This design comes from an exercise in tuning for small area and a short achievable clock period on the open sky130 flow, not from production work. No run shown here included a check of the RTL's function; only the layout flow was run. No activity file was given, so power comes from the tool's default toggle rates.

## flow/flow/run.sh

```bash
#!/bin/bash
# Standard layout (standard.sh) with the smallest buffer on the ports and
# no CTS dummy loads.
bash standard.sh \
  "BUFFER_PORTS_ARGS=-buffer_cell sky130_fd_sc_hd__buf_1" \
  "CTS_ARGS=-sink_clustering_enable -repair_clock_nets -dont_use_dummy_load -buf_list {sky130_fd_sc_hd__clkbuf_4 sky130_fd_sc_hd__clkbuf_8}" \
  finish > standard.log 2>&1
```

## flow/constraint.sdc

```tcl
create_clock -name core_clock -period 6.5 [get_ports {clk}]
set_input_delay 1.3000 -clock core_clock [delete_from_list [all_inputs] [get_ports {clk}]]
set_output_delay 1.3000 -clock core_clock [all_outputs]
set_load 0.01 [all_outputs]
```

## flow/config.mk

```make
export PLATFORM = sky130hd
export DESIGN_NAME = fpadd_pipelined
export DESIGN_NICKNAME = fpadd_pipelined
export VERILOG_FILES = /design/flow/design.v
export SDC_FILE = /design/flow/constraint.sdc
export NUM_CORES = 4
export LEC_CHECK = 0
export ABC_AREA = 1
export CAP_MARGIN = 20
export CORE_MARGIN = 2
export CORE_UTILIZATION = 40
export SETUP_SLACK_MARGIN = 3.0
export SLEW_MARGIN = 20
export TNS_END_PERCENT = 10
```

## flow/design.v

```verilog
module fp_normalizer (
  input  [24:0] mantissa_temp,
  input  [7:0]  exp1,
  output [23:0] coarse_mantissa,
  output        fine_shift,
  output [7:0]  normalized_exp
);
  wire [4:0] zero_count;
  wire any_one;
  fp_lzc32 lzc(.x({mantissa_temp, 7'h7f}), .z(zero_count), .v(any_one));
  wire [24:0] shifted = mantissa_temp << {zero_count[4:1], 1'b0};
  assign coarse_mantissa = shifted[23:0];
  assign fine_shift = zero_count[0];
  assign normalized_exp = exp1 - {3'b0, zero_count};
endmodule
module fp_add8(input [7:0] a, input [7:0] b, input cin, output [7:0] s, output cout);
  wire [8:0] g0, p0;
  assign g0[0] = cin; assign p0[0] = 1'b0;
  assign g0[8:1] = a & b; assign p0[8:1] = a ^ b;
  wire g_0 = g0[1] | (p0[1] & g0[0]);
  wire p_0 = p0[1] & p0[0];
  wire g_1 = g0[2] | (p0[2] & g0[1]);
  wire p_1 = p0[2] & p0[1];
  wire g_2 = g0[3] | (p0[3] & g0[2]);
  wire p_2 = p0[3] & p0[2];
  wire g_3 = g0[4] | (p0[4] & g0[3]);
  wire p_3 = p0[4] & p0[3];
  wire g_4 = g0[5] | (p0[5] & g0[4]);
  wire p_4 = p0[5] & p0[4];
  wire g_5 = g0[6] | (p0[6] & g0[5]);
  wire p_5 = p0[6] & p0[5];
  wire g_6 = g0[7] | (p0[7] & g0[6]);
  wire p_6 = p0[7] & p0[6];
  wire g_7 = g0[8] | (p0[8] & g0[7]);
  wire p_7 = p0[8] & p0[7];
  wire g_8 = g_1 | (p_1 & g0[0]);
  wire p_8 = p_1 & p0[0];
  wire g_9 = g_2 | (p_2 & g_0);
  wire p_9 = p_2 & p_0;
  wire g_10 = g_3 | (p_3 & g_1);
  wire p_10 = p_3 & p_1;
  wire g_11 = g_4 | (p_4 & g_2);
  wire p_11 = p_4 & p_2;
  wire g_12 = g_5 | (p_5 & g_3);
  wire p_12 = p_5 & p_3;
  wire g_13 = g_6 | (p_6 & g_4);
  wire p_13 = p_6 & p_4;
  wire g_14 = g_7 | (p_7 & g_5);
  wire p_14 = p_7 & p_5;
  wire g_15 = g_10 | (p_10 & g0[0]);
  wire p_15 = p_10 & p0[0];
  wire g_16 = g_11 | (p_11 & g_0);
  wire p_16 = p_11 & p_0;
  wire g_17 = g_12 | (p_12 & g_8);
  wire p_17 = p_12 & p_8;
  wire g_18 = g_13 | (p_13 & g_9);
  wire p_18 = p_13 & p_9;
  wire g_19 = g_14 | (p_14 & g_10);
  wire p_19 = p_14 & p_10;
  wire g_20 = g_19 | (p_19 & g0[0]);
  wire p_20 = p_19 & p0[0];
  assign s[0] = p0[1] ^ g0[0];
  assign s[1] = p0[2] ^ g_0;
  assign s[2] = p0[3] ^ g_8;
  assign s[3] = p0[4] ^ g_9;
  assign s[4] = p0[5] ^ g_15;
  assign s[5] = p0[6] ^ g_16;
  assign s[6] = p0[7] ^ g_17;
  assign s[7] = p0[8] ^ g_18;
  assign cout = g_20;
endmodule
module fp_cmp31(input [30:0] a, input [30:0] b, output ge, output ge_hi);
  wire [30:0] g0 = a & ~b;
  wire [30:0] p0 = a | ~b;
  wire g_0 = g0[1] | (p0[1] & g0[0]);
  wire p_0 = p0[1] & p0[0];
  wire g_1 = g0[3] | (p0[3] & g0[2]);
  wire p_1 = p0[3] & p0[2];
  wire g_2 = g0[5] | (p0[5] & g0[4]);
  wire p_2 = p0[5] & p0[4];
  wire g_3 = g0[7] | (p0[7] & g0[6]);
  wire p_3 = p0[7] & p0[6];
  wire g_4 = g0[9] | (p0[9] & g0[8]);
  wire p_4 = p0[9] & p0[8];
  wire g_5 = g0[11] | (p0[11] & g0[10]);
  wire p_5 = p0[11] & p0[10];
  wire g_6 = g0[13] | (p0[13] & g0[12]);
  wire p_6 = p0[13] & p0[12];
  wire g_7 = g0[15] | (p0[15] & g0[14]);
  wire p_7 = p0[15] & p0[14];
  wire g_8 = g0[17] | (p0[17] & g0[16]);
  wire p_8 = p0[17] & p0[16];
  wire g_9 = g0[19] | (p0[19] & g0[18]);
  wire p_9 = p0[19] & p0[18];
  wire g_10 = g0[21] | (p0[21] & g0[20]);
  wire p_10 = p0[21] & p0[20];
  wire g_11 = g_1 | (p_1 & g_0);
  wire p_11 = p_1 & p_0;
  wire g_12 = g_3 | (p_3 & g_2);
  wire p_12 = p_3 & p_2;
  wire g_13 = g_5 | (p_5 & g_4);
  wire p_13 = p_5 & p_4;
  wire g_14 = g_7 | (p_7 & g_6);
  wire p_14 = p_7 & p_6;
  wire g_15 = g_9 | (p_9 & g_8);
  wire p_15 = p_9 & p_8;
  wire g_16 = g0[22] | (p0[22] & g_10);
  wire p_16 = p0[22] & p_10;
  wire g_17 = g_12 | (p_12 & g_11);
  wire p_17 = p_12 & p_11;
  wire g_18 = g_14 | (p_14 & g_13);
  wire p_18 = p_14 & p_13;
  wire g_19 = g_16 | (p_16 & g_15);
  wire p_19 = p_16 & p_15;
  wire g_20 = g_18 | (p_18 & g_17);
  wire p_20 = p_18 & p_17;
  wire g_21 = g_19 | (p_19 & g_20);
  wire p_21 = p_19 & p_20;
  wire g_22 = g0[24] | (p0[24] & g0[23]);
  wire p_22 = p0[24] & p0[23];
  wire g_23 = g0[26] | (p0[26] & g0[25]);
  wire p_23 = p0[26] & p0[25];
  wire g_24 = g0[28] | (p0[28] & g0[27]);
  wire p_24 = p0[28] & p0[27];
  wire g_25 = g0[30] | (p0[30] & g0[29]);
  wire p_25 = p0[30] & p0[29];
  wire g_26 = g_23 | (p_23 & g_22);
  wire p_26 = p_23 & p_22;
  wire g_27 = g_25 | (p_25 & g_24);
  wire p_27 = p_25 & p_24;
  wire g_28 = g_27 | (p_27 & g_26);
  wire p_28 = p_27 & p_26;
  assign ge_hi = g_28 | p_28;
  assign ge = g_28 | (p_28 & (g_21 | p_21));
endmodule
module fp_add25(input [24:0] a, input [24:0] b, input cin, output [24:0] s, output cout);
  wire [25:0] g0, p0;
  assign g0[0] = cin; assign p0[0] = 1'b0;
  assign g0[25:1] = a & b; assign p0[25:1] = a ^ b;
  wire g_0 = g0[1] | (p0[1] & g0[0]);
  wire p_0 = p0[1] & p0[0];
  wire g_1 = g0[2] | (p0[2] & g0[1]);
  wire p_1 = p0[2] & p0[1];
  wire g_2 = g0[3] | (p0[3] & g0[2]);
  wire p_2 = p0[3] & p0[2];
  wire g_3 = g0[4] | (p0[4] & g0[3]);
  wire p_3 = p0[4] & p0[3];
  wire g_4 = g0[5] | (p0[5] & g0[4]);
  wire p_4 = p0[5] & p0[4];
  wire g_5 = g0[6] | (p0[6] & g0[5]);
  wire p_5 = p0[6] & p0[5];
  wire g_6 = g0[7] | (p0[7] & g0[6]);
  wire p_6 = p0[7] & p0[6];
  wire g_7 = g0[8] | (p0[8] & g0[7]);
  wire p_7 = p0[8] & p0[7];
  wire g_8 = g0[9] | (p0[9] & g0[8]);
  wire p_8 = p0[9] & p0[8];
  wire g_9 = g0[10] | (p0[10] & g0[9]);
  wire p_9 = p0[10] & p0[9];
  wire g_10 = g0[11] | (p0[11] & g0[10]);
  wire p_10 = p0[11] & p0[10];
  wire g_11 = g0[12] | (p0[12] & g0[11]);
  wire p_11 = p0[12] & p0[11];
  wire g_12 = g0[13] | (p0[13] & g0[12]);
  wire p_12 = p0[13] & p0[12];
  wire g_13 = g0[14] | (p0[14] & g0[13]);
  wire p_13 = p0[14] & p0[13];
  wire g_14 = g0[15] | (p0[15] & g0[14]);
  wire p_14 = p0[15] & p0[14];
  wire g_15 = g0[16] | (p0[16] & g0[15]);
  wire p_15 = p0[16] & p0[15];
  wire g_16 = g0[17] | (p0[17] & g0[16]);
  wire p_16 = p0[17] & p0[16];
  wire g_17 = g0[18] | (p0[18] & g0[17]);
  wire p_17 = p0[18] & p0[17];
  wire g_18 = g0[19] | (p0[19] & g0[18]);
  wire p_18 = p0[19] & p0[18];
  wire g_19 = g0[20] | (p0[20] & g0[19]);
  wire p_19 = p0[20] & p0[19];
  wire g_20 = g0[21] | (p0[21] & g0[20]);
  wire p_20 = p0[21] & p0[20];
  wire g_21 = g0[22] | (p0[22] & g0[21]);
  wire p_21 = p0[22] & p0[21];
  wire g_22 = g0[23] | (p0[23] & g0[22]);
  wire p_22 = p0[23] & p0[22];
  wire g_23 = g0[24] | (p0[24] & g0[23]);
  wire p_23 = p0[24] & p0[23];
  wire g_24 = g0[25] | (p0[25] & g0[24]);
  wire p_24 = p0[25] & p0[24];
  wire g_25 = g_1 | (p_1 & g0[0]);
  wire p_25 = p_1 & p0[0];
  wire g_26 = g_2 | (p_2 & g_0);
  wire p_26 = p_2 & p_0;
  wire g_27 = g_3 | (p_3 & g_1);
  wire p_27 = p_3 & p_1;
  wire g_28 = g_4 | (p_4 & g_2);
  wire p_28 = p_4 & p_2;
  wire g_29 = g_5 | (p_5 & g_3);
  wire p_29 = p_5 & p_3;
  wire g_30 = g_6 | (p_6 & g_4);
  wire p_30 = p_6 & p_4;
  wire g_31 = g_7 | (p_7 & g_5);
  wire p_31 = p_7 & p_5;
  wire g_32 = g_8 | (p_8 & g_6);
  wire p_32 = p_8 & p_6;
  wire g_33 = g_9 | (p_9 & g_7);
  wire p_33 = p_9 & p_7;
  wire g_34 = g_10 | (p_10 & g_8);
  wire p_34 = p_10 & p_8;
  wire g_35 = g_11 | (p_11 & g_9);
  wire p_35 = p_11 & p_9;
  wire g_36 = g_12 | (p_12 & g_10);
  wire p_36 = p_12 & p_10;
  wire g_37 = g_13 | (p_13 & g_11);
  wire p_37 = p_13 & p_11;
  wire g_38 = g_14 | (p_14 & g_12);
  wire p_38 = p_14 & p_12;
  wire g_39 = g_15 | (p_15 & g_13);
  wire p_39 = p_15 & p_13;
  wire g_40 = g_16 | (p_16 & g_14);
  wire p_40 = p_16 & p_14;
  wire g_41 = g_17 | (p_17 & g_15);
  wire p_41 = p_17 & p_15;
  wire g_42 = g_18 | (p_18 & g_16);
  wire p_42 = p_18 & p_16;
  wire g_43 = g_19 | (p_19 & g_17);
  wire p_43 = p_19 & p_17;
  wire g_44 = g_20 | (p_20 & g_18);
  wire p_44 = p_20 & p_18;
  wire g_45 = g_21 | (p_21 & g_19);
  wire p_45 = p_21 & p_19;
  wire g_46 = g_22 | (p_22 & g_20);
  wire p_46 = p_22 & p_20;
  wire g_47 = g_23 | (p_23 & g_21);
  wire p_47 = p_23 & p_21;
  wire g_48 = g_24 | (p_24 & g_22);
  wire p_48 = p_24 & p_22;
  wire g_49 = g_27 | (p_27 & g0[0]);
  wire p_49 = p_27 & p0[0];
  wire g_50 = g_28 | (p_28 & g_0);
  wire p_50 = p_28 & p_0;
  wire g_51 = g_29 | (p_29 & g_25);
  wire p_51 = p_29 & p_25;
  wire g_52 = g_30 | (p_30 & g_26);
  wire p_52 = p_30 & p_26;
  wire g_53 = g_31 | (p_31 & g_27);
  wire p_53 = p_31 & p_27;
  wire g_54 = g_32 | (p_32 & g_28);
  wire p_54 = p_32 & p_28;
  wire g_55 = g_33 | (p_33 & g_29);
  wire p_55 = p_33 & p_29;
  wire g_56 = g_34 | (p_34 & g_30);
  wire p_56 = p_34 & p_30;
  wire g_57 = g_35 | (p_35 & g_31);
  wire p_57 = p_35 & p_31;
  wire g_58 = g_36 | (p_36 & g_32);
  wire p_58 = p_36 & p_32;
  wire g_59 = g_37 | (p_37 & g_33);
  wire p_59 = p_37 & p_33;
  wire g_60 = g_38 | (p_38 & g_34);
  wire p_60 = p_38 & p_34;
  wire g_61 = g_39 | (p_39 & g_35);
  wire p_61 = p_39 & p_35;
  wire g_62 = g_40 | (p_40 & g_36);
  wire p_62 = p_40 & p_36;
  wire g_63 = g_41 | (p_41 & g_37);
  wire p_63 = p_41 & p_37;
  wire g_64 = g_42 | (p_42 & g_38);
  wire p_64 = p_42 & p_38;
  wire g_65 = g_43 | (p_43 & g_39);
  wire p_65 = p_43 & p_39;
  wire g_66 = g_44 | (p_44 & g_40);
  wire p_66 = p_44 & p_40;
  wire g_67 = g_45 | (p_45 & g_41);
  wire p_67 = p_45 & p_41;
  wire g_68 = g_46 | (p_46 & g_42);
  wire p_68 = p_46 & p_42;
  wire g_69 = g_47 | (p_47 & g_43);
  wire p_69 = p_47 & p_43;
  wire g_70 = g_48 | (p_48 & g_44);
  wire p_70 = p_48 & p_44;
  wire g_71 = g_53 | (p_53 & g0[0]);
  wire p_71 = p_53 & p0[0];
  wire g_72 = g_54 | (p_54 & g_0);
  wire p_72 = p_54 & p_0;
  wire g_73 = g_55 | (p_55 & g_25);
  wire p_73 = p_55 & p_25;
  wire g_74 = g_56 | (p_56 & g_26);
  wire p_74 = p_56 & p_26;
  wire g_75 = g_57 | (p_57 & g_49);
  wire p_75 = p_57 & p_49;
  wire g_76 = g_58 | (p_58 & g_50);
  wire p_76 = p_58 & p_50;
  wire g_77 = g_59 | (p_59 & g_51);
  wire p_77 = p_59 & p_51;
  wire g_78 = g_60 | (p_60 & g_52);
  wire p_78 = p_60 & p_52;
  wire g_79 = g_61 | (p_61 & g_53);
  wire p_79 = p_61 & p_53;
  wire g_80 = g_62 | (p_62 & g_54);
  wire p_80 = p_62 & p_54;
  wire g_81 = g_63 | (p_63 & g_55);
  wire p_81 = p_63 & p_55;
  wire g_82 = g_64 | (p_64 & g_56);
  wire p_82 = p_64 & p_56;
  wire g_83 = g_65 | (p_65 & g_57);
  wire p_83 = p_65 & p_57;
  wire g_84 = g_66 | (p_66 & g_58);
  wire p_84 = p_66 & p_58;
  wire g_85 = g_67 | (p_67 & g_59);
  wire p_85 = p_67 & p_59;
  wire g_86 = g_68 | (p_68 & g_60);
  wire p_86 = p_68 & p_60;
  wire g_87 = g_69 | (p_69 & g_61);
  wire p_87 = p_69 & p_61;
  wire g_88 = g_70 | (p_70 & g_62);
  wire p_88 = p_70 & p_62;
  wire g_89 = g_79 | (p_79 & g0[0]);
  wire p_89 = p_79 & p0[0];
  wire g_90 = g_80 | (p_80 & g_0);
  wire p_90 = p_80 & p_0;
  wire g_91 = g_81 | (p_81 & g_25);
  wire p_91 = p_81 & p_25;
  wire g_92 = g_82 | (p_82 & g_26);
  wire p_92 = p_82 & p_26;
  wire g_93 = g_83 | (p_83 & g_49);
  wire p_93 = p_83 & p_49;
  wire g_94 = g_84 | (p_84 & g_50);
  wire p_94 = p_84 & p_50;
  wire g_95 = g_85 | (p_85 & g_51);
  wire p_95 = p_85 & p_51;
  wire g_96 = g_86 | (p_86 & g_52);
  wire p_96 = p_86 & p_52;
  wire g_97 = g_87 | (p_87 & g_71);
  wire p_97 = p_87 & p_71;
  wire g_98 = g_88 | (p_88 & g_72);
  wire p_98 = p_88 & p_72;
  assign s[0] = p0[1] ^ g0[0];
  assign s[1] = p0[2] ^ g_0;
  assign s[2] = p0[3] ^ g_25;
  assign s[3] = p0[4] ^ g_26;
  assign s[4] = p0[5] ^ g_49;
  assign s[5] = p0[6] ^ g_50;
  assign s[6] = p0[7] ^ g_51;
  assign s[7] = p0[8] ^ g_52;
  assign s[8] = p0[9] ^ g_71;
  assign s[9] = p0[10] ^ g_72;
  assign s[10] = p0[11] ^ g_73;
  assign s[11] = p0[12] ^ g_74;
  assign s[12] = p0[13] ^ g_75;
  assign s[13] = p0[14] ^ g_76;
  assign s[14] = p0[15] ^ g_77;
  assign s[15] = p0[16] ^ g_78;
  assign s[16] = p0[17] ^ g_89;
  assign s[17] = p0[18] ^ g_90;
  assign s[18] = p0[19] ^ g_91;
  assign s[19] = p0[20] ^ g_92;
  assign s[20] = p0[21] ^ g_93;
  assign s[21] = p0[22] ^ g_94;
  assign s[22] = p0[23] ^ g_95;
  assign s[23] = p0[24] ^ g_96;
  assign s[24] = p0[25] ^ g_97;
  assign cout = g_98;
endmodule
module fp_lzc32(input [31:0] x, output [4:0] z, output v);
  wire v0_0 = x[1] | x[0];
  wire [0:0] z0_0 = ~x[1];
  wire v0_1 = x[3] | x[2];
  wire [0:0] z0_1 = ~x[3];
  wire v0_2 = x[5] | x[4];
  wire [0:0] z0_2 = ~x[5];
  wire v0_3 = x[7] | x[6];
  wire [0:0] z0_3 = ~x[7];
  wire v0_4 = x[9] | x[8];
  wire [0:0] z0_4 = ~x[9];
  wire v0_5 = x[11] | x[10];
  wire [0:0] z0_5 = ~x[11];
  wire v0_6 = x[13] | x[12];
  wire [0:0] z0_6 = ~x[13];
  wire v0_7 = x[15] | x[14];
  wire [0:0] z0_7 = ~x[15];
  wire v0_8 = x[17] | x[16];
  wire [0:0] z0_8 = ~x[17];
  wire v0_9 = x[19] | x[18];
  wire [0:0] z0_9 = ~x[19];
  wire v0_10 = x[21] | x[20];
  wire [0:0] z0_10 = ~x[21];
  wire v0_11 = x[23] | x[22];
  wire [0:0] z0_11 = ~x[23];
  wire v0_12 = x[25] | x[24];
  wire [0:0] z0_12 = ~x[25];
  wire v0_13 = x[27] | x[26];
  wire [0:0] z0_13 = ~x[27];
  wire v0_14 = x[29] | x[28];
  wire [0:0] z0_14 = ~x[29];
  wire v0_15 = x[31] | x[30];
  wire [0:0] z0_15 = ~x[31];
  wire v1_0 = v0_1 | v0_0;
  wire [1:0] z1_0 = v0_1 ? {1'b0, z0_1} : {1'b1, z0_0};
  wire v1_1 = v0_3 | v0_2;
  wire [1:0] z1_1 = v0_3 ? {1'b0, z0_3} : {1'b1, z0_2};
  wire v1_2 = v0_5 | v0_4;
  wire [1:0] z1_2 = v0_5 ? {1'b0, z0_5} : {1'b1, z0_4};
  wire v1_3 = v0_7 | v0_6;
  wire [1:0] z1_3 = v0_7 ? {1'b0, z0_7} : {1'b1, z0_6};
  wire v1_4 = v0_9 | v0_8;
  wire [1:0] z1_4 = v0_9 ? {1'b0, z0_9} : {1'b1, z0_8};
  wire v1_5 = v0_11 | v0_10;
  wire [1:0] z1_5 = v0_11 ? {1'b0, z0_11} : {1'b1, z0_10};
  wire v1_6 = v0_13 | v0_12;
  wire [1:0] z1_6 = v0_13 ? {1'b0, z0_13} : {1'b1, z0_12};
  wire v1_7 = v0_15 | v0_14;
  wire [1:0] z1_7 = v0_15 ? {1'b0, z0_15} : {1'b1, z0_14};
  wire v2_0 = v1_1 | v1_0;
  wire [2:0] z2_0 = v1_1 ? {1'b0, z1_1} : {1'b1, z1_0};
  wire v2_1 = v1_3 | v1_2;
  wire [2:0] z2_1 = v1_3 ? {1'b0, z1_3} : {1'b1, z1_2};
  wire v2_2 = v1_5 | v1_4;
  wire [2:0] z2_2 = v1_5 ? {1'b0, z1_5} : {1'b1, z1_4};
  wire v2_3 = v1_7 | v1_6;
  wire [2:0] z2_3 = v1_7 ? {1'b0, z1_7} : {1'b1, z1_6};
  wire v3_0 = v2_1 | v2_0;
  wire [3:0] z3_0 = v2_1 ? {1'b0, z2_1} : {1'b1, z2_0};
  wire v3_1 = v2_3 | v2_2;
  wire [3:0] z3_1 = v2_3 ? {1'b0, z2_3} : {1'b1, z2_2};
  wire v4_0 = v3_1 | v3_0;
  wire [4:0] z4_0 = v3_1 ? {1'b0, z3_1} : {1'b1, z3_0};
  assign z = z4_0;
  assign v = v4_0;
endmodule
module fpadd_pipelined (input clk,
                        input reset,
                        input [31:0] reg_A,
                        input [31:0] reg_B,
                        output [31:0] out);
  localparam FINE = 3;
  localparam DSEL = 0;
  localparam [7:0] EXP_ADJ = 8'd1;
  wire [7:0] ea = reg_A[30:23];
  wire [7:0] eb = reg_B[30:23];
  wire [7:0] dab, dba;
  wire cab, cba;
  fp_add8 sub_ab(.a(ea), .b(~eb), .cin(1'b1), .s(dab), .cout(cab));
  fp_add8 sub_ba(.a(eb), .b(~ea), .cin(1'b1), .s(dba), .cout(cba));
  wire a_ge_b, exp_ge;
  fp_cmp31 cmp_ab(.a(reg_A[30:0]), .b(reg_B[30:0]), .ge(a_ge_b), .ge_hi(exp_ge));
  wire [7:0] d = exp_ge ? dab : dba;
  wire [4:0] s = d[4:0];
  wire big = |d[7:5];
  wire [7:0] d_hi = exp_le ? dba : dab;
  wire exp_le = cba;
  wire [22:0] fmn = a_ge_b ? reg_B[22:0] : reg_A[22:0];
  wire [23:0] m0 = {1'b1, fmn} >> {s[4:FINE], {FINE{1'b0}}};
  reg        s0_sign, s0_sub, s0_valid;
  reg [7:0]  s0_exp;
  reg [22:0] s0_fmx;
  reg [23:0] s0_m;
  reg [FINE-1:0] s0_shift;
  reg        s0_big;
  reg [FINE-1:0] s0_shift_hi;
  reg        s0_big_hi;
  always @(posedge clk or posedge reset)
    if (reset) s0_valid <= 1'b0;
    else       s0_valid <= 1'b1;
  always @(posedge clk) begin
    s0_sign  <= a_ge_b ? reg_A[31] : reg_B[31];
    s0_sub   <= reg_A[31] ^ reg_B[31];
    s0_exp   <= a_ge_b ? ea : eb;
    s0_fmx   <= a_ge_b ? reg_A[22:0] : reg_B[22:0];
    s0_m     <= m0;
    s0_shift <= s[FINE-1:0];
    s0_big   <= big;
    s0_shift_hi <= d_hi[FINE-1:0];
    s0_big_hi <= |d_hi[7:5];
  end
  wire [23:0] m_lo = s0_m >> s0_shift;
  wire [23:0] m_hi = s0_m >> s0_shift_hi;
  wire [23:0] m_sh = {m_hi[23:12], m_lo[11:0]};
  wire [23:0] m = m_sh & {{12{~s0_big_hi}}, {12{~s0_big}}};
  wire [24:0] t;
  wire t_cout;
  fp_add25 add_t(.a({2'b01, s0_fmx}), .b({s0_sub, m ^ {24{s0_sub}}}), .cin(s0_sub),
                 .s(t), .cout(t_cout));
  reg        s1_sign, s1_valid, s1_ezero;
  reg [7:0]  s1_exp1;
  reg [24:0] s1_t;
  always @(posedge clk or posedge reset)
    if (reset) s1_valid <= 1'b0;
    else       s1_valid <= s0_valid;
  always @(posedge clk) begin
    s1_sign  <= s0_sign;
    s1_exp1  <= s0_exp + EXP_ADJ;
    s1_ezero <= ~|s0_exp;
    s1_t     <= t;
  end
  wire [23:0] coarse;
  wire        fine;
  wire [7:0]  nexp;
  fp_normalizer fp_normalizer(.mantissa_temp(s1_t),
                              .exp1(s1_exp1),
                              .coarse_mantissa(coarse),
                              .fine_shift(fine),
                              .normalized_exp(nexp));
  wire low_zero = ~|s1_t[23:0];
  wire res_zero = low_zero & (~s1_t[24] | (~s1_sign & s1_ezero));
  wire se_zero  = ~s1_valid | res_zero;
  reg        r2_sign, r2_fine;
  reg [7:0]  r2_exp;
  reg [23:0] r2_man;
  always @(posedge clk or posedge reset)
    if (reset) begin
      r2_sign <= 1'b0;
      r2_exp  <= 8'b0;
      r2_man  <= 24'b0;
      r2_fine <= 1'b0;
    end else begin
      r2_sign <= se_zero ? 1'b0 : s1_sign;
      r2_exp  <= se_zero ? 8'b0 : nexp;
      r2_man  <= s1_valid ? coarse : 24'b0;
      r2_fine <= fine;
    end
  wire [22:0] frac = r2_fine ? r2_man[22:0] : r2_man[23:1];
  assign out = {r2_sign, r2_exp, frac};
endmodule
```

## flow/standard.sh

```bash
#!/bin/bash
# synth_recipe.tcl (not shown) runs the flow's synth.tcl, then flattens the netlist and writes it again
# the make line also repeats each setting of config.mk as NAME=value (left out here)
make -C /OpenROAD-flow-scripts/flow DESIGN_CONFIG=/design/flow/config.mk WORK_HOME=/design/flow/orfs CLKGATE_MAP_FILE= SYNTH_SCRIPT=/design/flow/synth_recipe.tcl "${@:-finish}"
```

==> results of run 1 <==
## through the flow
step           util [%]  hold WS [ps]  setup WS [ps]  instances  total power, mW
2_1_floorplan         -           310           3400       1438             3.03
3_3_place_gp       42.7           332           2040       1803             3.58
3_5_place_dp       42.7           345           1950       1803             3.59
4_1_cts            44.1           378           2990       1826             4.14
5_1_grt            44.3           382           2960       1828             4.54
6_report           44.3           376           3210       1828             4.13
## cell families after synthesis
family	share of synthesized area [%]
fa+ha+maj	6.75
simple gates	31.6
mux	0.438
xor+xnor	5.49
other cells	0.0398
buf+inv	10.2
flops	30.6
compound gates	14.9
## worst register-to-register path, cell delays in order (launching register included)
cell,delay (ps)
dfxtp_1,330
nor2_1,150
nand3_1,150
nor2_4,190
inv_2,90
nor2_8,230
o21ai_1,170
nand2_2,410
ha_1,370
a21oi_1,140
o21ai_0,110
nand2_1,70
inv_1,50
o21ai_0,340
a21oi_1,120
nor3b_1,250
## metal layers
layer / global-route usage (%) / vias up / share of wire (%)
met3: 3.22 / 42 / 3.7
met4: 7.10 / 0 / 2.6
met5: 0 / - / 0
met2: 35.5 / 219 / 48
met1: 26.0 / 4128 / 46
li1: - / 4807 / -
## state kept, by name, summed over array words and instances (netlist names)
name         flops
s1_t            25
r2_man          24
s0_m            24
s0_fmx          23
r2_exp           8
s0_exp           8
s1_exp1          8
s0_shift_hi      3
s0_shift         2
r2_fine          1
r2_sign          1
s0_big           1
s0_big_hi        1
s0_sign          1
s0_sub           1
s0_valid         1
s1_ezero         1
s1_sign          1
s1_valid         1
## final cells by class
type	instances	area, um^2	share of cell area [%]
Multi-Input combinational cell	1068	5660	54.9
Clock buffer	17	234	2.27
Tap cell	319	399	3.87
Sequential cell	135	2890	28.0
Timing Repair Buffer	104	437	4.23
Inverter	185	698	6.77
## path summary, 6_finish.rpt
check / slack, ps / start / endpoint
worst min register to register: 380 / s0_valid / s1_valid
max in group asynchronous: 5260 / reset / r2_man[18]
min in group asynchronous: 900 / reset / r2_man[1]
worst min-delay path: 380 / s0_valid / s1_valid
worst max-delay path: 3210 / reg_B[23] / s0_m[2]
worst max register to register: 3270 / s1_t[22] / r2_exp[7]
## synth_stat cells (7+ instances only)
library cell    n
nand2_1       363
o21ai_0       113
o22ai_1         9
nor3_1         19
nand3b_1       10
inv_2           7
o21ai_1        10
clkbuf_1       24
nand4_1         9
nand3_1       159
inv_1         175
dfxtp_1        99
buf_2          18
xor2_1         52
o211ai_1        8
nor2_1        107
dfrtp_1        36
a21oi_1        99
xnor2_1         7
ha_1           46
## power groups by stage
| stage | Clock [mW] | Sequential (mW) | Combinational [mW] |
|---|---|---|---|
| after detailed placement | 0 | 1.39 | 2.21 |
| final | 0.505 | 1.37 | 2.26 |
| after CTS | 0.523 | 1.37 | 2.24 |
| after floorplan | 0 | 1.26 | 1.77 |
| after global routing | 0.558 | 1.41 | 2.58 |
| after global placement | 0 | 1.39 | 2.19 |
## repair_timing
item,in CTS,in global routing
gates cloned,2,2
buffers inserted,4,0
setup endpoints to repair,60,27
pin swaps,3,2
resized for setup,7,15
==> impl_metrics.py, run 1 <==
metrics = {
    "worst_setup_path": {
        "cpLargestDelayFamily": "simple AND/OR/NAND/NOR gates",
        "worstRegToRegCells": 15,
        "crit_path_cell_trace": "buf_1, inv_1, ha_1, inv_1, fa_1, inv_1, nand2_1, nand2_1, nand2_1, nand2_1, nor2_2, nand2_4, inv_2, nand2_1, nand2_2, nand2_1, inv_1, nand3_1, nand3_1",
        "critPathRequiredTime_ps": 6880,
        "worst_ep_arrival_time_ps": 3670,
        "timing.critical_path.slowest_stage_cell": "nand2_4",
        "critical_path.n_buffers_inverters": 6,
        "critical_path.endpoint_type": "flip-flop",
        "critical_path_peak_fanout": 19,
        "critical_path.startpoint_type": "primary input",
        "cp.depth": 19,
        "critical-path-top-cell-by-count": "nand2_1",
        "critical_path_class": "primary input to flip-flop",
        "critical-path-max-stage-delay_ps": 240,
    },
    "synthesis": {
        "ys_async_sr_fraction_pct": 26.7,
        "synth_enable_flop_cells": 0,
        "netlist_area_mm2": 0.00942,
        "netlist_instances": 1438,
        "ys_dominant_reg_cell": "dfxtp_1",
        "portion_of_synthesized_cell_area_occupied_by_the_leading_cell_type_pct": 21.0,
        "synth_top_area_cell": "dfxtp_1",
        "yosysUniqueCellTypes": 51,
        "yosys-top-cells-area": "dfxtp_1 (21%), nand2_1 (14%), dfrtp_1 (9.6%)",
        "synth-warning-count": 1,
        "syn-num-nets": 1553,
        "syn-mean-instance-area_um2": 6.55,
        "synth.ff_latch_count": 135,
        "synth_seq_area_share_pct": 30.6,
    },
    "timing": {
        "fin_tns_setup_ps": 0,
        "final.setup_skew_ps": 40.4,
        "total_count_of_max_transition_violations_in_the_final_report": 0,
        "period_share_pct": 50.6,
        "finalWorstPathRequiredPeriod_ps": 3290,
        "timing.final.setup_violations": 0,
        "worst_slew_margin_pct": 41.5,
        "timing_worst_slew_pin_value_ps": 869,
        "final-hold-violation-count": 0,
        "max_freq_ghz": 0.304,
        "rsz0062_at_grt": "yes",
    },
    "global_routing": {
        "antenna_found_initial": 0,
        "grtUsageTotal_pct": 20.5,
        "grt_pass1_vias": 8475,
        "grt_pass1_wl_um": 40600,
        "maximum_number_of_pins_on_one_net_before_global_route_repair": 46,
        "grt_overflow": 0,
    },
    "flow_run": {
        "max-cap-violations": 0,
    },
    "power_and_ir_drop": {
        "sw_frac_of_total_pct": 48.2,
        "p_comb_share_pct": 54.7,
        "seq_power_share_pct": 33.1,
        "cell_internal_pwr_mw": 2.14,
        "power.density_cell_area_mw_per_mm2": 401,
        "power.share.clock_pct": 12.2,
        "ir_drop_v": 0.000136,
        "total_leakage_power_nw": 5.09,
        "total_switching_power_mw": 1.99,
    },
    "routing": {
        "drtAntennaViolNets": 0,
        "wl_per_cell_um": 13.6,
        "drt_pass1_iterations": 5,
        "remaining_drc_errors": 0,
        "drt-vias-per-instance": 5.03,
        "dr.first_iter.drc_count": 461,
        "finalWirelength_um": 24800,
        "routed-via-count": 9196,
    },
    "cts": {
        "cts.htree.levels": 4,
        "root_buffer": "clkbuf_8",
        "cts_sinks": 135,
        "clock_path_buffers": 2,
        "tritoncts": "yes",
        "clock_network_latency_to_the_later_pin_of_the_worst_skew_pair_ps": 460,
        "clk_pin_slew_worst_paths_ps": 80,
        "numCtsBuffers": 17,
        "ctsHoldBuffers": 0,
    },
    "floorplan": {
        "io_pins": 98,
        "initial_utilization_pct": 40.5,
        "chipHeight_um": 157,
        "die_ar_mm2": 0.0248,
        "core_area_mm2": 0.0233,
        "row_count": 56,
        "die_width_um": 157,
    },
    "finish": {
        "areaGrowthSynthToFinish_pct": 9.50,
        "layout.cell_area.non_filler_mm2": 0.0103,
        "fill_cells": 2564,
        "final_layout_size_suffix_gt1_share_pct": 4.31,
        "antenna_fix_cells": 0,
        "final_common_cell": "nand2_1",
        "final_nets": 1626,
        "final_cell_mix": "nand2_1 (361), inv_1 (175), nand3_1 (159)",
    },
    "placed_design": {
        "buffer_ports.inserted": 97,
        "dpl_cell_area_mm2": 0.00994,
        "gp_routability_congestion": 0.880,
        "place_hpwl_um": 19800,
    },
    "worst_hold_path": {
        "hold_path_class": "flip-flop to flip-flop",
        "hold_path_depth": 0,
    },
    "status": {
        "outcome": "no timing/DRC/antenna violations",
    },
}
==> run 2, diff against run 1 <==
--- a/flow/design.v
+++ b/flow/design.v
@@ -1,5 +1,5 @@
 module fp_normalizer (
   input  [24:0] mantissa_temp,
-  input  [7:0]  exp1,
+  input  [7:0]  exp1m31,
   output [23:0] coarse_mantissa,
   output        fine_shift,
@@ -12,5 +12,5 @@
   assign coarse_mantissa = shifted[23:0];
   assign fine_shift = zero_count[0];
-  assign normalized_exp = exp1 - {3'b0, zero_count};
+  assign normalized_exp = exp1m31 + {3'b0, ~zero_count};
 endmodule
 module fp_add8(input [7:0] a, input [7:0] b, input cin, output [7:0] s, output cout);
@@ -436,5 +436,5 @@
   localparam FINE = 3;
   localparam DSEL = 0;
-  localparam [7:0] EXP_ADJ = 8'd1;
+  localparam [7:0] EXP_ADJ = 8'd1 - 8'd31;
   wire [7:0] ea = reg_A[30:23];
   wire [7:0] eb = reg_B[30:23];
@@ -498,5 +498,5 @@
   wire [7:0]  nexp;
   fp_normalizer fp_normalizer(.mantissa_temp(s1_t),
-                              .exp1(s1_exp1),
+                              .exp1m31(s1_exp1),
                               .coarse_mantissa(coarse),
                               .fine_shift(fine),
==> run 2 against run 1 <==
Net effect:
- combinational power rose by 2%
- clock-buffer cell count did not move
- worst hold slack got worse by 64 ps
- total power rose by 0.96%
- still clean
- largest cell class unchanged
- non-clock buffer count rose by 4
- via count rose by 0.15%
==> impl_metrics.py, run 2 <==
metrics = {
    "power_and_ir_drop": {
        "total_power_mw": 4.17,
        "ir_drop_v": 0.000136,
        "p_comb_share_pct": 55.1,
        "total_leakage_power_nw": 5.19,
        "sw_frac_of_total_pct": 48.3,
        "cell_internal_pwr_mw": 2.16,
        "power.density_cell_area_mw_per_mm2": 401,
        "total_switching_power_mw": 2.01,
        "power.share.clock_pct": 12.2,
        "seq_power_share_pct": 32.7,
    },
    "worst_setup_path": {
        "timing.critical_path.slowest_stage_cell": "fa_1",
        "critical-path-max-stage-delay_ps": 380,
        "crit_path_cell_trace": "buf_1, inv_1, ha_1, inv_1, fa_1, inv_1, nand2_1, a21oi_1, nor2_1, nand2_1, buf_8, inv_1, o21ai_1, nand2_2, nor2_4, buf_4, nand3_1, nand2_1, nor2_1",
        "critPathRequiredTime_ps": 6830,
        "critical_path_class": "primary input to flip-flop",
        "worst_ep_arrival_time_ps": 3660,
        "critical_path.startpoint_type": "primary input",
        "critical-path-top-cell-by-count": "inv_1",
        "critical_path_peak_fanout": 31,
        "critical_path.endpoint_type": "flip-flop",
    },
    "synthesis": {
        "syn-num-nets": 1575,
        "dominant_combinational_cell_family_by_area_after_synthesis": "simple AND/OR/NAND/NOR gates",
        "portion_of_synthesized_cell_area_occupied_by_the_leading_cell_type_pct": 21.0,
        "post_synth_fa_ha_maj_area_fraction_pct": 6.60,
        "synth_top_area_cell": "dfxtp_1",
        "synth-warning-count": 1,
        "ys_dominant_reg_cell": "dfxtp_1",
        "synth_mux_area_share_pct": 0.331,
        "netlist_instances": 1461,
        "synthXorXnorAreaFrac_pct": 5.48,
        "yosys-top-cells-area": "dfxtp_1 (21%), nand2_1 (16%), dfrtp_1 (9.5%)",
        "syn-mean-instance-area_um2": 6.46,
        "synth_seq_area_share_pct": 30.5,
        "post_synth_most_frequent_cells": "nand2_1 (399), inv_1 (187), nor2_1 (145), o21ai_0 (137), dfxtp_1 (99)",
        "ys_async_sr_fraction_pct": 26.7,
        "synthMostInstantiatedCell": "nand2_1",
        "synth.ff_latch_count": 135,
        "yosysUniqueCellTypes": 50,
        "synth_simple_gate_area_share_pct": 30.5,
        "synth_enable_flop_cells": 0,
        "synth-compound-area-share_pct": 16.0,
        "netlist_area_mm2": 0.00944,
    },
    "timing": {
        "final.hold.worst_slack_ps": 312,
        "period_share_pct": 51.2,
        "finalWorstPathRequiredPeriod_ps": 3330,
        "rsz0062_at_grt": "yes",
        "timing_worst_slew_pin_value_ps": 811,
        "worst_slew_margin_pct": 45.7,
        "max_freq_ghz": 0.301,
        "total_count_of_max_transition_violations_in_the_final_report": 0,
        "fin_tns_setup_ps": 0,
        "final.setup_skew_ps": 38.0,
        "timing.final.setup_violations": 0,
        "final-hold-violation-count": 0,
    },
    "routing": {
        "drt-vias-per-instance": 4.95,
        "drt_pass1_iterations": 9,
        "drtAntennaViolNets": 0,
        "wl_per_cell_um": 13.5,
        "dr.first_iter.drc_count": 431,
        "routed-via-count": 9210,
        "remaining_drc_errors": 0,
        "finalWirelength_um": 25200,
    },
    "finish": {
        "top_register": "s1_t",
        "stdcell_count": 1861,
        "final_nets": 1658,
        "areaGrowthSynthToFinish_pct": 10.2,
        "final_cell_mix": "nand2_1 (399), inv_1 (185), nor2_1 (145)",
        "final_common_cell": "nand2_1",
        "reg.largest.list": "s1_t: 25 flops, r2_man: 24 flops, s0_m: 24 flops",
        "largest_register_ff_count": 25,
        "final_layout_size_suffix_gt1_share_pct": 5.06,
        "fill_cells": 2530,
        "antenna_fix_cells": 0,
    },
    "placed_design": {
        "placedCellCount": 1835,
        "gp_routability_congestion": 0.915,
        "place_hpwl_um": 20500,
        "buffer_ports.inserted": 97,
    },
    "global_routing": {
        "grt_pass1_wl_um": 40300,
        "maximum_number_of_pins_on_one_net_before_global_route_repair": 80,
        "antenna_found_initial": 0,
        "grt_pass1_vias": 8422,
        "grt_overflow": 0,
        "grtUsageTotal_pct": 20.5,
    },
    "cts": {
        "clock_network_latency_to_the_later_pin_of_the_worst_skew_pair_ps": 450,
        "cts.htree.levels": 4,
        "ctsHoldBuffers": 0,
        "cts_sinks": 135,
        "numCtsBuffers": 17,
        "tritoncts": "yes",
        "root_buffer": "clkbuf_8",
        "clock_path_buffers": 2,
        "clk_pin_slew_worst_paths_ps": 80,
    },
    "floorplan": {
        "row_count": 56,
        "die_width_um": 158,
        "initial_utilization_pct": 40.4,
        "die_ar_mm2": 0.0248,
        "io_pins": 98,
        "core_area_mm2": 0.0233,
        "chipHeight_um": 158,
    },
    "flow_run": {
        "max-cap-violations": 0,
    },
    "status": {
        "outcome": "no timing/DRC/antenna violations",
    },
    "worst_hold_path": {
        "hold_path_class": "flip-flop to flip-flop",
    },
}
==> run 2: cell count changes after synthesis, moves of 12 or more <==
cell,delta
nor2_1,+38
a21oi_1,-23
nand3_1,-66
nand2_1,+36
o21ai_0,+24
inv_1,+12
==> run 2: worst paths after layout <==
path | cells past startpoint | slack, ps | endpoint | start
worst max-delay path | 19 | 3170 | s0_m[3] | reg_B[23]
worst min-delay path | 0 | 310 | s1_sign | s0_sign
worst max register to register | 16 | 3280 | s1_t[19] | s0_shift_hi[0]
worst min register to register | 0 | 310 | s1_sign | s0_sign
max in group asynchronous | 3 | 5250 | r2_fine | reset
min in group asynchronous | 3 | 900 | r2_man[20] | reset
==> run 2: area by class of cell <==
cell class                 instances  area, um^2  share of cell area (%)
timing repair buffer             108         492                    4.73
inverter                         200         758                    7.29
clock buffer                      17         234                    2.25
multi-input combinational       1079        5610                    53.9
tap                              319         399                    3.84
timing repair inverter             3        22.5                   0.217
sequential                       135        2890                    27.8
==> run 2: power groups by stage <==
| stage | Sequential (mW) | Clock, mW | Combinational, mW |
|---|---|---|---|
| 3_5_place_dp | 1.38 | 0 | 2.24 |
| 3_3_place_gp | 1.38 | 0 | 2.23 |
| 5_1_grt | 1.40 | 0.557 | 2.61 |
| 6_report | 1.36 | 0.509 | 2.30 |
| 2_1_floorplan | 1.26 | 0 | 1.77 |
| 4_1_cts | 1.36 | 0.530 | 2.25 |
==> run 2: what timing repair did <==
| item | 4_1_cts | 5_1_grt |
|---|---|---|
| gates resized for setup | 4 | 26 |
| pin swaps | 0 | 3 |
| buffers inserted | 0 | 6 |
| endpoints found under the setup margin | 8 | 54 |
| cloned | 1 | 2 |
==> run 2: critical path: cells and delay by family <==
family	cells	cell delay [ps]
buffers and inverters	7	750
and+or+nand+nor	8	780
AOI/OAI and AO/OA	2	240
adders and majority gates	2	570
==> run 2: per-layer routing <==
metal	global-route usage, %	vias to the layer above	routed length [um]
met2	36.6	194	12600
met1	25.3	4152	11400
met4	7.53	0	444
met3	2.44	25	809
met5	0	-	0
li1	-	4839	-
==> run 2: cells by family after synthesis <==
logic type,after synthesis
and+or+nand+nor,689
AOI/OAI and AO/OA,279
buffers and inverters,247
DFF,135
xor gates and xnor gates,59
adders and majority gates,48
muxes,3
other,1
==> run 2: metrics by stage <==
step | cell area (um^2) | util, % | setup slack, ps
final | 10400 | 44.6 | 3170
after global routing | 10400 | 44.6 | 2940
after CTS | 10200 | 43.9 | 2980
after detailed placement | 9990 | 42.8 | 2540
after global placement | 9990 | 42.8 | 2590
after floorplan | 9440 | - | 3300
==> run 3, diff against run 2 <==
--- a/flow/design.v
+++ b/flow/design.v
@@ -1,5 +1,5 @@
 module fp_normalizer (
   input  [24:0] mantissa_temp,
-  input  [7:0]  exp1m31,
+  input  [7:0]  exp1,
   output [23:0] coarse_mantissa,
   output        fine_shift,
@@ -12,5 +12,5 @@
   assign coarse_mantissa = shifted[23:0];
   assign fine_shift = zero_count[0];
-  assign normalized_exp = exp1m31 + {3'b0, ~zero_count};
+  assign normalized_exp = exp1 - {3'b0, zero_count};
 endmodule
 module fp_add8(input [7:0] a, input [7:0] b, input cin, output [7:0] s, output cout);
@@ -436,5 +436,5 @@
   localparam FINE = 3;
   localparam DSEL = 0;
-  localparam [7:0] EXP_ADJ = 8'd1 - 8'd31;
+  localparam [7:0] EXP_ADJ = 8'd1;
   wire [7:0] ea = reg_A[30:23];
   wire [7:0] eb = reg_B[30:23];
@@ -451,5 +451,5 @@
   wire exp_le = cba;
   wire [22:0] fmn = a_ge_b ? reg_B[22:0] : reg_A[22:0];
-  wire [23:0] m0 = {1'b1, fmn} >> {s[4:FINE], {FINE{1'b0}}};
+  wire [23:0] m0 = {1'b1, fmn} >> s[4-FINE:0];
   reg        s0_sign, s0_sub, s0_valid;
   reg [7:0]  s0_exp;
@@ -469,11 +469,11 @@
     s0_fmx   <= a_ge_b ? reg_A[22:0] : reg_B[22:0];
     s0_m     <= m0;
-    s0_shift <= s[FINE-1:0];
+    s0_shift <= s[4:5-FINE];
     s0_big   <= big;
-    s0_shift_hi <= d_hi[FINE-1:0];
+    s0_shift_hi <= d_hi[4:5-FINE];
     s0_big_hi <= |d_hi[7:5];
   end
-  wire [23:0] m_lo = s0_m >> s0_shift;
-  wire [23:0] m_hi = s0_m >> s0_shift_hi;
+  wire [23:0] m_lo = s0_m >> {s0_shift, {5-FINE{1'b0}}};
+  wire [23:0] m_hi = s0_m >> {s0_shift_hi, {5-FINE{1'b0}}};
   wire [23:0] m_sh = {m_hi[23:12], m_lo[11:0]};
   wire [23:0] m = m_sh & {{12{~s0_big_hi}}, {12{~s0_big}}};
@@ -498,5 +498,5 @@
   wire [7:0]  nexp;
   fp_normalizer fp_normalizer(.mantissa_temp(s1_t),
-                              .exp1m31(s1_exp1),
+                              .exp1(s1_exp1),
                               .coarse_mantissa(coarse),
                               .fine_shift(fine),
==> run 3 against run 2 <==
Net effect:
- still clean on timing, DRC and antenna
- area after synthesis rose by 0.27%
- first-iteration DRC count rose by 42%
- critical path depth fell by 6
- clock power fell by 2%
- via count rose by 0.53%
- final cell count fell by 2.1%
- die area rose by 0.26%
- sequential cell count rose by 1
- fmax barely moved
- utilization fell by 0.11 points
- combinational power fell by 3%
- sequential power barely moved
- largest cell class unchanged
==> impl_metrics.py, run 3 <==
metrics = {
    "finish": {
        "final_layout_size_suffix_gt1_share_pct": 4.39,
        "final_cell_mix": "nand2_1 (354), nand3_1 (200), inv_1 (154)",
        "largest_register_ff_count": 25,
        "top_register": "s1_t",
        "final_common_cell": "nand2_1",
        "stdcell_count": 1822,
        "antenna_fix_cells": 0,
        "layout.cell_area.non_filler_mm2": 0.0104,
        "final_nets": 1620,
        "areaGrowthSynthToFinish_pct": 9.64,
        "reg.largest.list": "s1_t: 25 flops, r2_man: 24 flops, s0_m: 24 flops",
    },
    "timing": {
        "fin_tns_setup_ps": 0,
        "layout_setup_ws_ps": 3170,
        "timing_worst_slew_pin_value_ps": 904,
        "period_share_pct": 51.2,
        "total_count_of_max_transition_violations_in_the_final_report": 0,
        "rsz0062_at_grt": "yes",
        "finalWorstPathRequiredPeriod_ps": 3330,
        "final-hold-violation-count": 0,
        "final.setup_skew_ps": 29.8,
        "worst_slew_margin_pct": 39.1,
        "timing.final.setup_violations": 0,
        "max_freq_ghz": 0.301,
    },
    "synthesis": {
        "post_synth_most_frequent_cells": "nand2_1 (355), nand3_1 (200), inv_1 (156), nor2_1 (116), o21ai_0 (107)",
        "netlist_area_mm2": 0.00946,
        "synthXorXnorAreaFrac_pct": 5.83,
        "dominant_combinational_cell_family_by_area_after_synthesis": "simple AND/OR/NAND/NOR gates",
        "synth_seq_area_share_pct": 30.7,
        "synthMostInstantiatedCell": "nand2_1",
        "yosysUniqueCellTypes": 56,
        "ys_async_sr_fraction_pct": 26.5,
        "netlist_instances": 1429,
        "synth.ff_latch_count": 136,
        "syn-num-nets": 1544,
        "syn-mean-instance-area_um2": 6.62,
        "synth_top_area_cell": "dfxtp_1",
        "yosys-top-cells-area": "dfxtp_1 (21%), nand2_1 (14%), nand3_1 (11%)",
        "portion_of_synthesized_cell_area_occupied_by_the_leading_cell_type_pct": 21.2,
        "synth-compound-area-share_pct": 14.0,
        "synth_enable_flop_cells": 0,
        "post_synth_fa_ha_maj_area_fraction_pct": 6.72,
        "ys_dominant_reg_cell": "dfxtp_1",
        "synth_mux_area_share_pct": 0.555,
        "synth_simple_gate_area_share_pct": 33.0,
        "synth-warning-count": 1,
    },
    "global_routing": {
        "maximum_number_of_pins_on_one_net_before_global_route_repair": 47,
        "grtUsageTotal_pct": 20.4,
        "grt_overflow": 0,
        "antenna_found_initial": 0,
        "grt_pass1_wl_um": 40400,
        "grt_pass1_vias": 8309,
    },
    "worst_setup_path": {
        "critPathRequiredTime_ps": 6840,
        "crit_path_cell_trace": "buf_1, inv_1, ha_1, fa_1, inv_1, o21ai_0, nand2_1, nand3_1, a21oi_4, nand2_4, nand2_8, buf_4, mux2_2",
        "critical_path.n_buffers_inverters": 4,
        "rr_endpoint": "s1_t[24]",
        "critical-path-top-cell-by-count": "inv_1",
        "cp.depth": 13,
        "startpoint": "reg_B[23]",
        "critical_path_class": "primary input to flip-flop",
        "ff2ff_setup_slack_ps": 3200,
        "timing.critical_path.slowest_stage_cell": "fa_1",
        "cpLargestDelayFamily": "simple AND/OR/NAND/NOR gates",
        "cp-endpoint": "s0_sign",
        "critical_path.startpoint_type": "primary input",
        "critical_path.reg2reg.startpoint": "s0_shift[0]",
        "worst_ep_arrival_time_ps": 3670,
        "critical_path_peak_fanout": 23,
        "worstRegToRegCells": 20,
        "critical_path.endpoint_type": "flip-flop",
        "critical-path-max-stage-delay_ps": 370,
    },
    "cts": {
        "ctsHoldBuffers": 0,
        "clk_pin_slew_worst_paths_ps": 70,
        "numCtsBuffers": 17,
        "root_buffer": "clkbuf_8",
        "cts_sinks": 136,
        "clock_network_latency_to_the_later_pin_of_the_worst_skew_pair_ps": 460,
        "clock_path_buffers": 2,
        "cts.htree.levels": 4,
        "tritoncts": "yes",
    },
    "placed_design": {
        "detailedPlace.worstSlack_ps": 2150,
        "place_hpwl_um": 19900,
        "placedCellCount": 1797,
        "gp_routability_congestion": 0.950,
        "dpl_cell_area_mm2": 0.0100,
        "buffer_ports.inserted": 97,
    },
    "floorplan": {
        "chipHeight_um": 158,
        "core_area_mm2": 0.0233,
        "row_count": 56,
        "die_width_um": 158,
        "io_pins": 98,
        "die_ar_mm2": 0.0249,
        "initial_utilization_pct": 40.6,
    },
    "power_and_ir_drop": {
        "ir_drop_v": 0.000119,
        "total_power_mw": 4.11,
        "power.density_cell_area_mw_per_mm2": 396,
        "total_leakage_power_nw": 4.98,
    },
    "routing": {
        "drt_pass1_iterations": 5,
        "wl_per_cell_um": 13.9,
        "drt-vias-per-instance": 5.08,
        "drtAntennaViolNets": 0,
        "remaining_drc_errors": 0,
        "finalWirelength_um": 25300,
        "dr.first_iter.drc_count": 614,
        "routed-via-count": 9259,
    },
    "flow_run": {
        "max-cap-violations": 0,
    },
    "worst_hold_path": {
        "hold_path_class": "flip-flop to flip-flop",
        "holdCritStartpoint": "s0_sign",
    },
    "status": {
        "outcome": "no timing/DRC/antenna violations",
    },
}
[run 3: how the worst min path moves through the flow]
stage / to / slack (ps) / cells past startpoint
floorplan: s1_sign / 310 / 0
global placement: s1_sign / 310 / 0
detailed placement: s1_sign / 310 / 0
CTS: s1_sign / 330 / 0
global route: s1_sign / 350 / 0
finish: s1_sign / 330 / 0
[run 3: cells by family (layout without fill, tap and decap cells)]
group | Yosys count | count (layout)
compound gates | 241 | 241
mux | 5 | 5
other cells | 1 | 1
buf+inv | 215 | 287
xor+xnor | 63 | 63
flops | 136 | 136
simple gates | 719 | 721
fa+ha+maj | 49 | 49
[run 3: worst register-to-register path, stage by stage (launching register included)]
cell and delay (ps):
dfxtp_1 330, buf_6 200, clkinvlp_4 220, buf_2 210, nor2_1 90, o22ai_1 90, nand2_1 60, o21ai_0 140
xor2_1 180, ha_1 420, nand2_1 120, nor2_1 120, nor2_1 50, o21ai_1 250, nand2_1 80, nand3_1 140
nand3_1 90, nand2_1 120, a21oi_1 70, o21ai_0 140, inv_1 50
[run 3: area by class of cell]
cell class / count / area, um^2
Fill cell: 2533 / 13000
Inverter: 160 / 608
Timing Repair Buffer: 109 / 463
Timing Repair inverter: 1 / 7.51
Multi-Input combinational cell: 1080 / 5760
Tap cell: 319 / 399
Sequential cell: 136 / 2910
Clock buffer: 17 / 234
[run 3: timing repair]
action                                  CTS  global route
gates resized for setup                   4            15
endpoints found under the setup margin   49            58
pin swaps                                 0             2
setup buffers                             1             4
gates cloned                              1             2
[run 3: power breakdown]
| group | total, mW | internal, mW | switching (mW) |
|---|---|---|---|
| Sequential | 1.38 | 1.13 | 0.254 |
| Combinational | 2.23 | 0.778 | 1.45 |
| Clock | 0.499 | 0.229 | 0.270 |
[run 3: layer usage]
| metal | global-route usage [%] | wire length, um |
|---|---|---|
| met5 | 0 | 0 |
| met2 | 34.4 | 12100 |
| met4 | 7.45 | 631 |
| met3 | 3.01 | 1130 |
| met1 | 26.5 | 11400 |
[run 3: through the flow]
step | utilization (%) | hold slack, ps
after floorplan | - | 310
after global placement | 42.9 | 313
after detailed placement | 42.9 | 313
after CTS | 44.0 | 330
after global routing | 44.5 | 346
final | 44.5 | 331

-- static timing again, ports no longer ideal --
The flow's constraints put no driver on any port. The routed layouts listed below were extracted and timed again, unchanged, in two steps. Step 1, drivers: a clkbuf_16 drives clk and a buf_2 each remaining input, both assumed. Step 2 times the ports against the registers' clock, not the clock port: input delays grow and output delays shrink by t, the midpoint of the rising clock arrivals with the driver on. Slacks: ideal ports / drivers / drivers and shift; pairs: ideal ports / drivers.
run | t, ns | setup slack, ns | latest minus earliest clock arrival (ns)
run 1 | 0.480 | 3.210 / 3.229 / 2.750 | 0.040 / 0.041
run 2 | 0.478 | 3.173 / 3.197 / 2.719 | 0.038 / 0.038
run 3 | 0.475 | 3.174 / 3.186 / 2.711 | 0.030 / 0.030
After both steps setup and hold are still met in every run listed. The setup slack of run 3, which loses most, moves by +0.012 ns with the drivers and by -0.463 ns with both steps.
